This is an optimization exercise on Yosys and OpenROAD, whose aim is small area and a short achievable clock period, not a production implementation. At most, simulation tests tie the RTL to the original design; equivalence was not proved.

== indigo ==
// bist
module bist #(
  parameter int size   = 6,
  parameter int length = 8
) (
  input  logic              start,
  input  logic              rst,
  input  logic              clk,
  input  logic              csin,
  input  logic              rwbarin,
  input  logic              opr,
  input  logic [size-1:0]   address,
  input  logic [length-1:0] datain,
  output logic [length-1:0] dataout,
  output logic              fail
);
For scale: roughly 560 flip-flops, roughly 29 I/O pins.
==> module bist, before the edit <==
module bist #(
  parameter int size   = 6,
  parameter int length = 8
) (
  input  logic              start,
  input  logic              rst,
  input  logic              clk,
  input  logic              csin,
  input  logic              rwbarin,
  input  logic              opr,
  input  logic [size-1:0]   address,
  input  logic [length-1:0] datain,
  output logic [length-1:0] dataout,
  output logic              fail
);
  logic             NbarT;              
  logic             nrm;                
  logic             nrm_l, nrm_h;       
  logic [9:0]       q;
  logic             cout;
  logic             wt;                 
  logic             endt;               
  logic             kt;                 
  logic [63:0][7:0] ram;                
  logic [7:0]       rd_n;               
  logic [7:0]       rd_t;               
  logic             s63;                
  function automatic logic [7:0] pattern(input logic [2:0] p);
    case (p)
      3'd0: pattern = 8'hAA;
      3'd1: pattern = 8'h55;
      3'd2: pattern = 8'hF0;
      3'd3: pattern = 8'h0F;
      3'd4: pattern = 8'h00;
      3'd5: pattern = 8'hFF;
      3'd6: pattern = 8'h33;
      default: pattern = 8'hCC;
    endcase
  endfunction
  logic [7:0] data_t;
  logic [7:0] d;
  logic       we;
  assign d  = nrm ? datain : data_t;
  assign we = wt | (nrm & csin & ~rwbarin);
  logic       mode_next, cout_next;
  logic [9:0] q_next, q_next1;
  always_comb begin
    if (rst) mode_next = 1'b0;
    else if (!NbarT) mode_next = start;
    else if (cout) mode_next = 1'b0;
    else mode_next = 1'b1;
    q_next    = NbarT ? q + 10'd1 : 10'd0;
    q_next1   = q_next + 10'd1;
    cout_next = NbarT && (q == 10'h3FF);
  end
  logic to_n, to_t;
  assign to_n = rst | endt | (nrm & ~start);
  assign to_t = ~rst & kt;
  logic gn, gt, byn, byt;
  assign gn  = ~we & to_n;
  assign gt  = ~we & to_t;
  assign byn = we & to_n;
  assign byt = we & to_t;
  logic [5:0] an;                       
  for (genvar k = 0; k < 6; k++) begin : g_lit
    inv u_an (.a(address[k]), .y(an[k]));
  end
  logic nrm_l_d, nrm_h_d;
  inv u_nl (.a(mode_next), .y(nrm_l_d));
  inv u_nh (.a(mode_next), .y(nrm_h_d));
  logic [5:0] qn;
  logic [7:0] tlo_n, thi_n;
  for (genvar k = 0; k < 6; k++) begin : g_qlit
    inv u_qn (.a(q[k]), .y(qn[k]));
  end
  for (genvar j = 0; j < 8; j++) begin : g_tdec
    nand4 u_tl (.a(NbarT), .b(j[0] ? q[0] : qn[0]), .c(j[1] ? q[1] : qn[1]),
                .d(j[2] ? q[2] : qn[2]), .y(tlo_n[j]));
    nand4 u_th (.a(NbarT), .b(j[0] ? q[3] : qn[3]), .c(j[1] ? q[4] : qn[4]),
                .d(j[2] ? q[5] : qn[5]), .y(thi_n[j]));
  end
  logic [7:0] mlo_n, mhi_n;             
  for (genvar j = 0; j < 8; j++) begin : g_match
    nand4 u_ml (.a(nrm_l), .b(j[0] ? address[0] : an[0]), .c(j[1] ? address[1] : an[1]),
                .d(j[2] ? address[2] : an[2]), .y(mlo_n[j]));
    nand4 u_mh (.a(nrm_h), .b(j[0] ? address[3] : an[3]), .c(j[1] ? address[4] : an[4]),
                .d(j[2] ? address[5] : an[5]), .y(mhi_n[j]));
  end
  logic [15:0] lo_r, lo_w;              
  logic       gn_n, gt_n, we_n;
  assign gn_n = ~gn;
  assign gt_n = ~gt;
  assign we_n = ~we;
  logic [7:0] hin, hit, hiw;
  for (genvar j = 0; j < 8; j++) begin : g_sel
    nand2 u_r0 (.a(mlo_n[j]), .b(tlo_n[j]), .y(lo_r[j]));
    nand2 u_r1 (.a(mlo_n[j]), .b(tlo_n[j]), .y(lo_r[8+j]));
    nand2 u_w0 (.a(mlo_n[j]), .b(tlo_n[j]), .y(lo_w[j]));
    nand2 u_w1 (.a(mlo_n[j]), .b(tlo_n[j]), .y(lo_w[8+j]));
    aoi21 u_hn (.a(mhi_n[j]), .b(thi_n[j]), .c(gn_n), .y(hin[j]));
    aoi21 u_ht (.a(mhi_n[j]), .b(thi_n[j]), .c(gt_n), .y(hit[j]));
    aoi21 u_hw (.a(mhi_n[j]), .b(thi_n[j]), .c(we_n), .y(hiw[j]));
  end
  logic [63:0] de, den;
  for (genvar w = 0; w < 64; w++) begin : g_de
    nand2 u_den (.a(hiw[w/8]), .b(lo_w[(w/32)*8 + w%8]), .y(den[w]));
    inv   u_de  (.a(den[w]), .y(de[w]));
  end
  logic [63:0][7:0] ram_d;
  for (genvar w = 0; w < 64; w++) begin : g_hold
    for (genvar b = 0; b < 8; b++) begin : g_bit
      hold u_h (.s(de[w]), .sn(den[w]), .d(d[b]), .q(ram[w][b]), .y(ram_d[w][b]));
    end
  end
  always_ff @(posedge clk) ram <= ram_d;
  logic [7:0] grp [0:7];
  for (genvar i = 0; i < 8; i++) begin : g_grp
    for (genvar b = 0; b < 8; b++) begin : g_bit
      ao8 u_ao (.s(lo_r[(i/4)*8 +: 8]),
                .m({ram[8*i+7][b], ram[8*i+6][b], ram[8*i+5][b], ram[8*i+4][b],
                    ram[8*i+3][b], ram[8*i+2][b], ram[8*i+1][b], ram[8*i][b]}),
                .y(grp[i][b]));
    end
  end
  logic [7:0] rn_next, rt_next, bn;
  always_comb begin
    bn = d & {8{byn}};
  end
  for (genvar b = 0; b < 8; b++) begin : g_rd
    ao8b u_n (.s(hin),
              .m({grp[7][b], grp[6][b], grp[5][b], grp[4][b],
                  grp[3][b], grp[2][b], grp[1][b], grp[0][b]}),
              .b(bn[b]), .y(rn_next[b]));
    ao8  u_t (.s(hit),
              .m({grp[7][b], grp[6][b], grp[5][b], grp[4][b],
                  grp[3][b], grp[2][b], grp[1][b], grp[0][b]}),
              .y(rt_next[b]));
  end
  always_ff @(posedge clk) begin
    NbarT <= mode_next;
    nrm   <= ~mode_next;
    q     <= q_next;
    cout  <= cout_next;
    wt    <= mode_next & ~q_next[6];
    endt  <= mode_next & cout_next;
    kt    <= mode_next & ~cout_next & q_next1[6];
    rd_n   <= rn_next;
    rd_t   <= rt_next;
    data_t <= pattern(q_next[9:7]);
    nrm_l  <= nrm_l_d;
    nrm_h  <= nrm_h_d;
    s63    <= byt;
  end
  logic [7:0] on, rd_t_n, w63_n;
  for (genvar b = 0; b < 8; b++) begin : g_out
    inv   u_i (.a(rd_t[b]), .y(rd_t_n[b]));
    nand2 u_w (.a(s63), .b(ram[63][b]), .y(w63_n[b]));
    nand3 u_a (.a(csin), .b(rwbarin), .c(rd_n[b]), .y(on[b]));
    nand3 u_o (.a(on[b]), .b(rd_t_n[b]), .c(w63_n[b]), .y(dataout[b]));
  end
  logic [7:0] test_out;                 
  assign test_out = rd_t | (ram[63] & {8{s63}});
  always_ff @(posedge clk) begin
    if (rst) fail <= 1'b0;
    else if (opr && NbarT && (rwbarin || q[6]) && (test_out != data_t)) fail <= 1'b1;
  end
endmodule
Settings: LEC_CHECK=0, CAP_MARGIN=20, CORE_MARGIN=2, CORE_UTILIZATION=40, CTS_CLUSTER_DIAMETER=80, CTS_CLUSTER_SIZE=24, SETUP_SLACK_MARGIN=2.3, SLEW_MARGIN=20, SYNTH_HIERARCHICAL=1, SYNTH_MINIMUM_KEEP_SIZE=0; clock period 4.5 ns.
standard.sh (not shown) runs the stock make flow with config.mk's settings and CLKGATE_MAP_FILE= SYNTH_SCRIPT=/design/flow/synth_recipe.tcl, a recipe that flattens the netlist after the stock synthesis.
==> flow/flow/run.sh <==
#!/bin/bash
# Layout flow: the standard flow (standard.sh), with two changes after
# the standard synthesis:
#  - the port buffers are plain buffers (buf_4) instead of the delay cells
#    buffer_ports picks by default;
#  - the delay cells are not used by repair, so no path gets a delay cell
#    as a buffer.
# Each step's output goes to a log of its own in this folder (ORFS also
# keeps its per-step logs under orfs/logs).
set -euo pipefail

bash standard.sh synth > synth.log 2>&1

export BUFFER_PORTS_ARGS="-buffer_cell sky130_fd_sc_hd__buf_4"
export DONT_USE_CELLS="sky130_fd_sc_hd__dlygate4sd1_1 sky130_fd_sc_hd__dlygate4sd2_1 sky130_fd_sc_hd__dlygate4sd3_1 sky130_fd_sc_hd__clkdlybuf4s15_1 sky130_fd_sc_hd__clkdlybuf4s15_2 sky130_fd_sc_hd__clkdlybuf4s18_1 sky130_fd_sc_hd__clkdlybuf4s18_2 sky130_fd_sc_hd__clkdlybuf4s25_1 sky130_fd_sc_hd__clkdlybuf4s25_2 sky130_fd_sc_hd__clkdlybuf4s50_1 sky130_fd_sc_hd__clkdlybuf4s50_2 sky130_fd_sc_hd__dlymetal6s2s_1 sky130_fd_sc_hd__dlymetal6s4s_1 sky130_fd_sc_hd__dlymetal6s6s_1"

bash standard.sh floorplan > floorplan.log 2>&1
bash standard.sh place > place.log 2>&1
bash standard.sh cts > cts.log 2>&1
bash standard.sh route > route.log 2>&1
bash standard.sh finish > finish.log 2>&1
diff inputs: indigo => harbor
--- a/flow/design.v
+++ b/flow/design.v
@@ -15,12 +15,13 @@
 );
   logic             NbarT;              
   logic             nrm;                
   logic             nrm_l, nrm_h;       
   logic [9:0]       q;
   logic             cout;
+  logic [7:0]       tlo_n, thi_n;       
   logic             wt;                 
   logic             endt;               
   logic             kt;                 
   logic [63:0][7:0] ram;                
   logic [7:0]       rd_n;               
   logic [7:0]       rd_t;               
@@ -65,23 +66,12 @@
   for (genvar k = 0; k < 6; k++) begin : g_lit
     inv u_an (.a(address[k]), .y(an[k]));
   end
   logic nrm_l_d, nrm_h_d;
   inv u_nl (.a(mode_next), .y(nrm_l_d));
   inv u_nh (.a(mode_next), .y(nrm_h_d));
-  logic [5:0] qn;
-  logic [7:0] tlo_n, thi_n;
-  for (genvar k = 0; k < 6; k++) begin : g_qlit
-    inv u_qn (.a(q[k]), .y(qn[k]));
-  end
-  for (genvar j = 0; j < 8; j++) begin : g_tdec
-    nand4 u_tl (.a(NbarT), .b(j[0] ? q[0] : qn[0]), .c(j[1] ? q[1] : qn[1]),
-                .d(j[2] ? q[2] : qn[2]), .y(tlo_n[j]));
-    nand4 u_th (.a(NbarT), .b(j[0] ? q[3] : qn[3]), .c(j[1] ? q[4] : qn[4]),
-                .d(j[2] ? q[5] : qn[5]), .y(thi_n[j]));
-  end
   logic [7:0] mlo_n, mhi_n;             
   for (genvar j = 0; j < 8; j++) begin : g_match
     nand4 u_ml (.a(nrm_l), .b(j[0] ? address[0] : an[0]), .c(j[1] ? address[1] : an[1]),
                 .d(j[2] ? address[2] : an[2]), .y(mlo_n[j]));
     nand4 u_mh (.a(nrm_h), .b(j[0] ? address[3] : an[3]), .c(j[1] ? address[4] : an[4]),
                 .d(j[2] ? address[5] : an[5]), .y(mhi_n[j]));
@@ -100,14 +90,14 @@
     aoi21 u_hn (.a(mhi_n[j]), .b(thi_n[j]), .c(gn_n), .y(hin[j]));
     aoi21 u_ht (.a(mhi_n[j]), .b(thi_n[j]), .c(gt_n), .y(hit[j]));
     aoi21 u_hw (.a(mhi_n[j]), .b(thi_n[j]), .c(we_n), .y(hiw[j]));
   end
   logic [63:0] de, den;
   for (genvar w = 0; w < 64; w++) begin : g_de
+    and2  u_de  (.a(hiw[w/8]), .b(lo_w[(w/32)*8 + w%8]), .y(de[w]));
     nand2 u_den (.a(hiw[w/8]), .b(lo_w[(w/32)*8 + w%8]), .y(den[w]));
-    inv   u_de  (.a(den[w]), .y(de[w]));
   end
   logic [63:0][7:0] ram_d;
   for (genvar w = 0; w < 64; w++) begin : g_hold
     for (genvar b = 0; b < 8; b++) begin : g_bit
       hold u_h (.s(de[w]), .sn(den[w]), .d(d[b]), .q(ram[w][b]), .y(ram_d[w][b]));
     end
@@ -141,13 +131,17 @@
     nrm   <= ~mode_next;
     q     <= q_next;
     cout  <= cout_next;
     wt    <= mode_next & ~q_next[6];
     endt  <= mode_next & cout_next;
     kt    <= mode_next & ~cout_next & q_next1[6];
-    rd_n   <= rn_next;
+    for (int j = 0; j < 8; j++) begin
+      tlo_n[j] <= !(mode_next && (q_next[2:0] == j[2:0]));
+      thi_n[j] <= !(mode_next && (q_next[5:3] == j[2:0]));
+    end
+    rd_n <= rn_next;
     rd_t   <= rt_next;
     data_t <= pattern(q_next[9:7]);
     nrm_l  <= nrm_l_d;
     nrm_h  <= nrm_h_d;
     s63    <= byt;
   end
## What came out
harbor falls short of indigo in remaining max-slew budget at the tightest pin.
Summary of harbor over indigo: post-place instance area picked up an extra 1.8%, area of the core picked up an extra about 2.2%, clock buffer count from CTS picked up an extra 1.
Summary: with indigo as the reference, average wire per cell in the routed design in harbor moved up by a few percent.
harbor ends up with higher sequential share of layout area than indigo does.
Going from indigo to harbor, the setup slack after layout was found to have gone down by 0.0045 ns.
In the final reports, the cell area of harbor is larger than that of indigo.
Met3 global-route usage: harbor vs indigo down 0.60 points
Diff indigo -> harbor: routed wire length went up about 5.4%, count of flip-flops and latches went up 2.9%, final cell count held.
Only the layout flow was run in indigo; the RTL was not checked for function there.

-- afterwards: timing with drivers on the ports --
Ports are ideal in the flow. The routed layouts listed here were re-timed in OpenROAD. Step 1 sets driving cells, clkbuf_16 on the clock port and buf_2 on the other inputs (assumed; they add their load-dependent delay and slew). Step 2 also shifts input and output timing later by t, the mid clock arrival at the registers, as if the neighbouring blocks saw the same clock. a / b / c = ideal ports / drivers / drivers and shift; a / b = the first two.
| run | t (ns) | setup WS [ns] | latest minus earliest clock arrival (ns) | worst slew at a driven data input, ns |
|---|---|---|---|---|
| indigo | 0.658 | 2.204 / 2.160 / 1.668 | 0.019 / 0.020 | 0.06 |
| harbor | 0.664 | 2.199 / 2.133 / 1.608 | 0.026 / 0.026 | 0.10 |
After both steps every run listed still meets setup and hold. For harbor, which loses most, drivers alone change the setup slack by -0.066 ns; drivers and shift together by -0.591 ns.
